What follows belongs to an exercise in optimizing a design on an open flow for small area; a production flow would make more cautious choices. The RTL was checked by simulation tests, not by an equivalence proof against the original design. Power and IR drop assume default switching activity.

===== flow/design.v =====
`timescale 1ns / 1ps
module ascon_sbox (
  input logic [127:0] state_in,
  output logic [127:0] state_out
);
  logic [127:0] sbox_out;
  always_comb begin
    sbox_out[  31: 0] = ~state_in[ 127:96] & state_in[ 63:32] ^ state_in[  31: 0];
    sbox_out[ 63: 32] = ~state_in[  31: 0] & state_in[ 95: 64] ^ state_in[ 63: 32];
    sbox_out[ 95: 64] = ~state_in[ 63: 32] & state_in[ 127:96] ^ state_in[ 95: 64];
    sbox_out[ 127:96] = ~state_in[ 95: 64] & state_in[  31: 0] ^ state_in[ 127:96];
  end
  assign state_out = sbox_out;
endmodule
`timescale 1ns / 1ps
module ascon_add_constant(
  input logic [127:0] state_in,
  output logic [127:0] state_out,
  input logic [3:0] round_num
);
  logic [127:0] c;
  always_comb begin
    case (round_num)
      4'd0:  c = 128'h0000000000000000;
      4'd1:  c = 128'h13198a2e03707344;
      4'd2:  c = 128'ha4093822299f31d0;
      4'd3:  c = 128'h082efa98ec4e6c89;
      4'd4:  c = 128'h9b05688c2b3e6c1f;
      4'd5:  c = 128'h7b978c9dd695f5c5;
      4'd6:  c = 128'h97d4f3c3c5b0e3c6;
      4'd7:  c = 128'hbefa4f7e679f25fe;
      4'd8:  c = 128'h6dfe1e62b4f1c395;
      4'd9:  c = 128'hc11e1edb4b76f39b;
      4'd10: c = 128'hf1d32c4d6b70858;
      4'd11: c = 128'h3d93dda3e2787c13;
      default: c = 128'h0;
    endcase
  end
  logic [127:0] state_out_reg;
  always_comb begin
    state_out_reg = state_in + c;
  end
  assign state_out = state_out_reg;
endmodule
`timescale 1ns / 1ps
module ascon_linear_diffusion (
  input logic [127:0] state_in,
  output logic [127:0] state_out
);
  function automatic rotate (input x, input l);
    rotate = (x >> l) ^ (x << (64 - l));
  endfunction
  logic [63:0] t0, t1, t2, t3, t4;
  always_comb begin
    t0 = state_in[63:0];
    t1 = state_in[127:64];
    t2 = state_in[63:0];
    t3 = state_in[127:64];
    t4 = state_in[63:0];
    t0 = rotate(t0, 19);
    t1 = rotate(t1, 28);
    t2 = rotate(t2, 1);
    t3 = rotate(t3, 10);
    t4 = rotate(t4, 7);
    state_out[63:0] = state_in[63:0] ^ t0 ^ t1;
    state_out[127:64] = state_in[127:64] ^ t2 ^ t3 ^ t4;
  end
endmodule
`timescale 1ns / 1ps
module ascon_round (
  input logic clk,
  input logic rst,
  input logic enable,
  input logic [127:0] state_in,
  output logic [127:0] state_out,
  input logic [3:0] round_number
);
  logic [127:0] add_const_state;
  logic [127:0] sbox_state;
  logic [127:0] linear_state;
  ascon_add_constant constant_inst (
    .round_num(round_number),
    .state_in(state_in),
    .state_out(add_const_state)
  );
  ascon_sbox sbox_inst (
    .state_in(add_const_state),
    .state_out(sbox_state)
  );
  ascon_linear_diffusion diffusion_inst (
    .state_in(sbox_state),
    .state_out(linear_state)
  );
  always @(posedge clk or posedge rst) begin
    if (rst) begin
      state_out <= 128'h00000000000000000000000000000000;
    end else if (enable) begin
      state_out <= linear_state;
    end
  end
endmodule
`timescale 1ns / 1ps
module ascon_initialization (
  input logic clk,
  input logic rst,
  input logic enable,
  input logic [127:0] key,
  input logic [127:0] nonce,
  output logic [127:0] state_out
);
  logic [127:0] round_state;
  ascon_round round_inst (
    .clk(clk),
    .rst(rst),
    .enable(enable),
    .state_in(key ^ nonce),
    .state_out(round_state),
    .round_number(4'b0000)
  );
  always @(posedge clk or posedge rst) begin
    if (rst) begin
      state_out <= 128'h00000000000000000000000000000000;
    end else if (enable) begin
      state_out <= round_state;
    end
  end
endmodule
`timescale 1ns / 1ps
module ascon_key_schedule (
  input logic clk,
  input logic rst,
  input logic enable,
  input logic [127:0] state,
  input logic [127:0] key,
  output logic [127:0] state_out
);
  logic [127:0] round_key [5];
  logic [127:0] temp;
  always @(posedge clk or posedge rst) begin
    if (rst) begin
      round_key[0] <= 0;
      round_key[1] <= 0;
      round_key[2] <= 0;
      round_key[3] <= 0;
      round_key[4] <= 0;
      temp <= 0;
    end else if (enable) begin
      round_key[0] <= key ^ state;
      round_key[1] <= round_key[0] ^ state[63:0] ^ state[127:64];
      round_key[2] <= round_key[1] ^ state[95:32] ^ state[127:96];
      round_key[3] <= round_key[2] ^ state[127:64] ^ state[31:0];
      round_key[4] <= round_key[3] ^ state[95:32] ^ state[63:32] ^ state[127:96];
      temp <= round_key[4] ^ (temp >> 8);
    end
  end
  assign state_out = temp;
endmodule
`timescale 1ns / 1ps
module ascon_finalization (
  input logic clk,
  input logic rst,
  input logic enable,
  input logic [127:0] state,
  output logic [127:0] state_out
);
  logic [127:0] temp_state;
  always_ff @(posedge clk, posedge rst) begin
    if (rst) begin
      temp_state <= 0;
    end else if (enable) begin
      temp_state <= state ^ 64'h8080808080808080;
    end
  end
  assign state_out = temp_state;
endmodule
`timescale 1ns / 1ps
module ascon_128 (
  input logic clk,
  input logic rst,
  input enable,
  input logic [127:0] key,
  input logic [127:0] nonce,
  input logic [127:0] plaintext,
  output logic [127:0] ciphertext
);
  localparam int LENGTH = 128;
  localparam int ROUNDS = 12;
  logic [LENGTH-1:0] initialization_state;
  logic [LENGTH-1:0] key_schedule_state;
  logic [LENGTH-1:0] round_state [12];
  logic [LENGTH-1:0] finalization_state;
  ascon_initialization init_inst(
    .clk(clk),
    .rst(rst),
    .enable(enable),
    .key(key),
    .nonce(nonce),
    .state_out(initialization_state)
  );
  ascon_key_schedule ks_inst(
    .clk(clk),
    .rst(rst),
    .enable(enable),
    .state(initialization_state),
    .key(key),
    .state_out(key_schedule_state)
  );
  assign round_state[0] = key_schedule_state ^ plaintext;
  genvar i;
  generate
    for (i = 1; i < ROUNDS; i = i + 1) begin
      ascon_round round_inst (
        .clk(clk),
        .rst(rst),
        .enable(enable),
        .state_in(round_state[i-1]),
        .state_out(round_state[i]),
        .round_number(i)
      );
    end
  endgenerate
  ascon_finalization final_inst(
    .clk(clk),
    .rst(rst),
    .enable(enable),
    .state(round_state[11]),
    .state_out(finalization_state)
  );
    assign ciphertext = finalization_state;
endmodule

===== flow/run.sh =====
#!/bin/bash
# synth_recipe.tcl (not shown) runs the flow's synth.tcl, then flattens the netlist and writes it again
# the make line also repeats each setting of config.mk as NAME=value (left out here)
make -C /OpenROAD-flow-scripts/flow DESIGN_CONFIG=/design/flow/config.mk WORK_HOME=/design/flow/orfs CLKGATE_MAP_FILE= SYNTH_SCRIPT=/design/flow/synth_recipe.tcl finish

===== flow/config.mk =====
export PLATFORM = sky130hd
export DESIGN_NAME = ascon_128
export DESIGN_NICKNAME = ascon_128
export VERILOG_FILES = /design/flow/design.v
export SDC_FILE = /design/flow/constraint.sdc
export NUM_CORES = 4
export LEC_CHECK = 0
export CAP_MARGIN = 20
export CORE_MARGIN = 2
export CORE_UTILIZATION = 40
export SLEW_MARGIN = 20

===== flow/constraint.sdc =====
create_clock -name core_clock -period 5.0 [get_ports {clk}]
set_input_delay 1.0000 -clock core_clock [delete_from_list [all_inputs] [get_ports {clk}]]
set_output_delay 1.0000 -clock core_clock [all_outputs]
set_load 0.01 [all_outputs]

==> summary.md <==
| Metric | Value |
|---|---|
| EDFF count, synth | 0 |
| Top_reg_cell synth | dfrtp_1 |
| Die Height | 593 um |
| Slowest cell on crit path | or4_1 |
| Tmin final | 4480 ps |
| Area of the multi-input gates | 0.0723 mm2 |
| Max FFs per register | 1397 |
| Worst setup EP type | register |
| Commonest non-fill, non-tap cells in the layout | 2546 x dfrtp_1, 2213 x nor2_1, 1967 x xnor2_1 |
| Max clock buf depth | 4 |
| Critical path arrival | 5260 ps |
| Clock Latency Late Sink | roughly 910 ps |
| Crit path cell chain | buf_4 -> or4_1 -> o31ai_1 -> buf_4 -> o221ai_1 -> a211oi_1 -> o41ai_1 -> a311oi_1 -> buf_4 -> xnor2_1 -> nor2b_1 -> xnor2_1 -> mux2_2 |
| CP dominant cell by count | buf_4 |
| Cell leakage power | 0.0633 uW |
| Final slew viol count | 0 |
| Tot Pwr | 128000 uW |
| Via count | 104428 |
| Worst min-delay path class | reg -> reg |
| Die Wd | 593 um |
| Core area | 0.346 mm2 |
| Sum Neg Setup Slack | 0 ps |
| Mapped Cells | about 14000 |
| Critical path class | reg -> reg |
| Drc violations | 0 |
| RSZ-0062 raised after global routing | false |
| First-pass GRT wire length | 650 mm |
| CTS Buf Count | between 200 and 300 |
| Relative slew slack | 25.1% |
| Netlist cell types | slightly above 100 |
| Syn_area_per_cell | 9.72 um2 |
| Reg clk slew, reported paths | 60 ps |
| Vias per inst | 5.30 |
| Global Route Usage Sum | 24.4% |
| Antenna violations before repair | 46 |
| Synthesis Warnings | 22 |
| PortBufs | 513 |
| Filler Cells Inserted | 32860 |
| PwrDens | 793 mW/mm2 |
| GR Overflow Total | 0 |
| Maximum vdd drop | 319 uV |
| Startpoint Class | register |
| Outcome | timing/DRC/antenna clean |
| Post-DP HPWL | 340 mm |
| Final hold violations | 0 |
| Starting DRT DRC Count | 8698 |
| Initial Utilization | between 40 and 50% |
| Root buf cell | clkbuf_16 |
| Clk_skew | 57.8 ps |
| Resized Gates After CTS | 0 |
| # hold bufs at CTS | 0 |
| Max incr delay on CP | 610 ps |
| Global placer's final weighted congestion | 0.975 |
| Fin nets | 15299 |
| Die area | 0.352 mm2 |
| Max cap viols | 0 |
| First drt pass iteration count | 7 |
| Syn_nets | 14689 |
| WL/cell | 22.1 um |
| Share of flip-flops with an asynchronous set or reset | between 90% and 100% |
| Mapped cell area | 0.139 mm2 |
| Clk sink count | approximately 2500 |
| Commonest non-fill, non-tap cell in the layout | dfrtp_1 |
| CTS tree | yes |
| # Post-CTS Setup Buffers | 0 |
| Crit-path max FO | 5 |
| WP data required | 5780 ps |
| Num ports | 515 |
| Register Area | approximately 0.064 mm2 |
| Tcrit/Tclk final | 89.7% |
| Pin count of the biggest net entering global routing | about 230 |
| Share of layout cells above drive strength 1 | 13.7% |
| Row cnt | 216 |
| # setup viols final | 0 |
| Sequential area share after synthesis | a little under half |
| Worst Max-Slew Pin Slew | 1120 ps |
| DRT antenna net count | 0 |
| Flops & latches, synth | approximately 2500 |
| Max Fclk | 223 MHz |
| Via count of the first global-routing pass | 100235 |
| H-tree Lvls | 5 |
| WL final | about 440 mm |
| Synthesis-to-layout area growth | 16.0% |
==> critical path: cells and delay by family (launching register included) <==
kind            cells  cell delay [ps]
simple gates        2              840
xor+xnor            2              380
buf+inv             3              590
flops               1              370
mux                 1              280
compound gates      5             1880
==> Yosys cell counts (all sizes together) (74+ instances only) <==
cell	count	area (um2)
dfrtp	2546	63700
nor2	2213	8310
xnor2	1969	17300
a21oi	1492	7480
mux2	1080	12200
nand2	930	3500
xor2	867	7620
clkbuf	609	2290
o21ai	356	1790
nand3	235	1180
nor3	218	1150
nor2b	197	1230
a31oi	158	988
inv	133	499
or3	126	793
and3	77	487
nor4	77	524
o31ai	74	556
==> through the flow <==
step | hold WS, ps | worst slack, ps | instances | area (um2) | util [%]
after global routing | 469 | 442 | 19705 | 161000 | 46.6
after global placement | 438 | 63.1 | 19186 | 151000 | 43.7
after CTS | 449 | 659 | 19699 | 161000 | 46.6
after detailed placement | 440 | 42.7 | 19186 | 151000 | 43.7
after floorplan | 420 | -31400 | 14291 | 139000 | -
final | 449 | 516 | 19718 | 161000 | 46.6
==> where the power goes <==
| group | leakage (uW) | internal, uW | total [uW] | switching, uW |
|---|---|---|---|---|
| Sequential | 0.0288 | 30400 | 43600 | 13200 |
| Combinational | 0.0297 | 28100 | 62100 | 34000 |
| Clock | 0.00482 | 13000 | 22100 | 9090 |
==> cell type report <==
cell class              instances  area share (%)
well taps                    4578            3.55
clock inverters                95           0.822
multi-input cells           10979            44.9
inverters                     135           0.321
diodes                         19          0.0295
repair buffers                948            5.56
flip-flops and latches       2546            39.5
clock buffers                 418            5.28
==> metal layers <==
metal | up-vias | GRT usage [%] | part of all wire [%]
li1 | 50025 | - | -
met5 | - | 0 | 0.063
met4 | 46 | 9.14 | 4.2
met3 | 691 | 3.41 | 5.2
met2 | 2650 | 39.9 | 47
met1 | 51016 | 32.9 | 44
==> final timing paths <==
path	from	endpoint	slack, ps	depth (start not counted)
setup / recovery	genblk1[6].round_inst.state_out[1]	genblk1[7].round_inst.state_out[30]	520	13
hold / removal	genblk1[11].round_inst.state_out[39]	final_inst.temp_state[39]	450	1
setup reg to reg	genblk1[6].round_inst.state_out[1]	genblk1[7].round_inst.state_out[30]	520	13
hold reg to reg	genblk1[11].round_inst.state_out[39]	final_inst.temp_state[39]	450	1
max in group asynchronous	rst	genblk1[9].round_inst.state_out[15]	3010	5
min in group asynchronous	rst	genblk1[3].round_inst.state_out[100]	1010	3
==> cells by family after synthesis <==
logic type | count (synthesis) | synth area share, %
buffers and inverters | 766 | 2.09
XOR/XNOR | 2839 | 18.0
multiplexers | 1116 | 9.01
AO/OA/AOI/OAI | 2562 | 10.7
other | 1 | 0.00270
adder cells (fa/ha/maj) | 11 | 0.0991
AND/OR/NAND/NOR | 4450 | 14.3
flip-flops | 2546 | 45.9

## what the ideal ports hide
No port has a modelled driver above. Below, the same layout with a new extraction and two added sets of constraints. Step 1 sets driving cells, clkbuf_16 on the clock port and buf_2 on the other inputs (assumed; they add their load-dependent delay and slew). Step 2 times the ports against the registers' clock, not the clock port: input delays grow and output delays shrink by t, the midpoint of the rising clock arrivals with the driver on. Slacks: ideal / step 1 / step 2; pairs: ideal / step 1.
t (ns): 1.002
setup slack, ns: 0.516 / 0.516 / -0.144
clock arrival spread, ns: 0.063 / 0.063
cell pins on the clock port's net: 1
Met with ideal ports but missed after step 2: setup timing in this run. For this run, drivers alone change the setup slack by 0.000 ns; drivers and shift together by -0.660 ns.
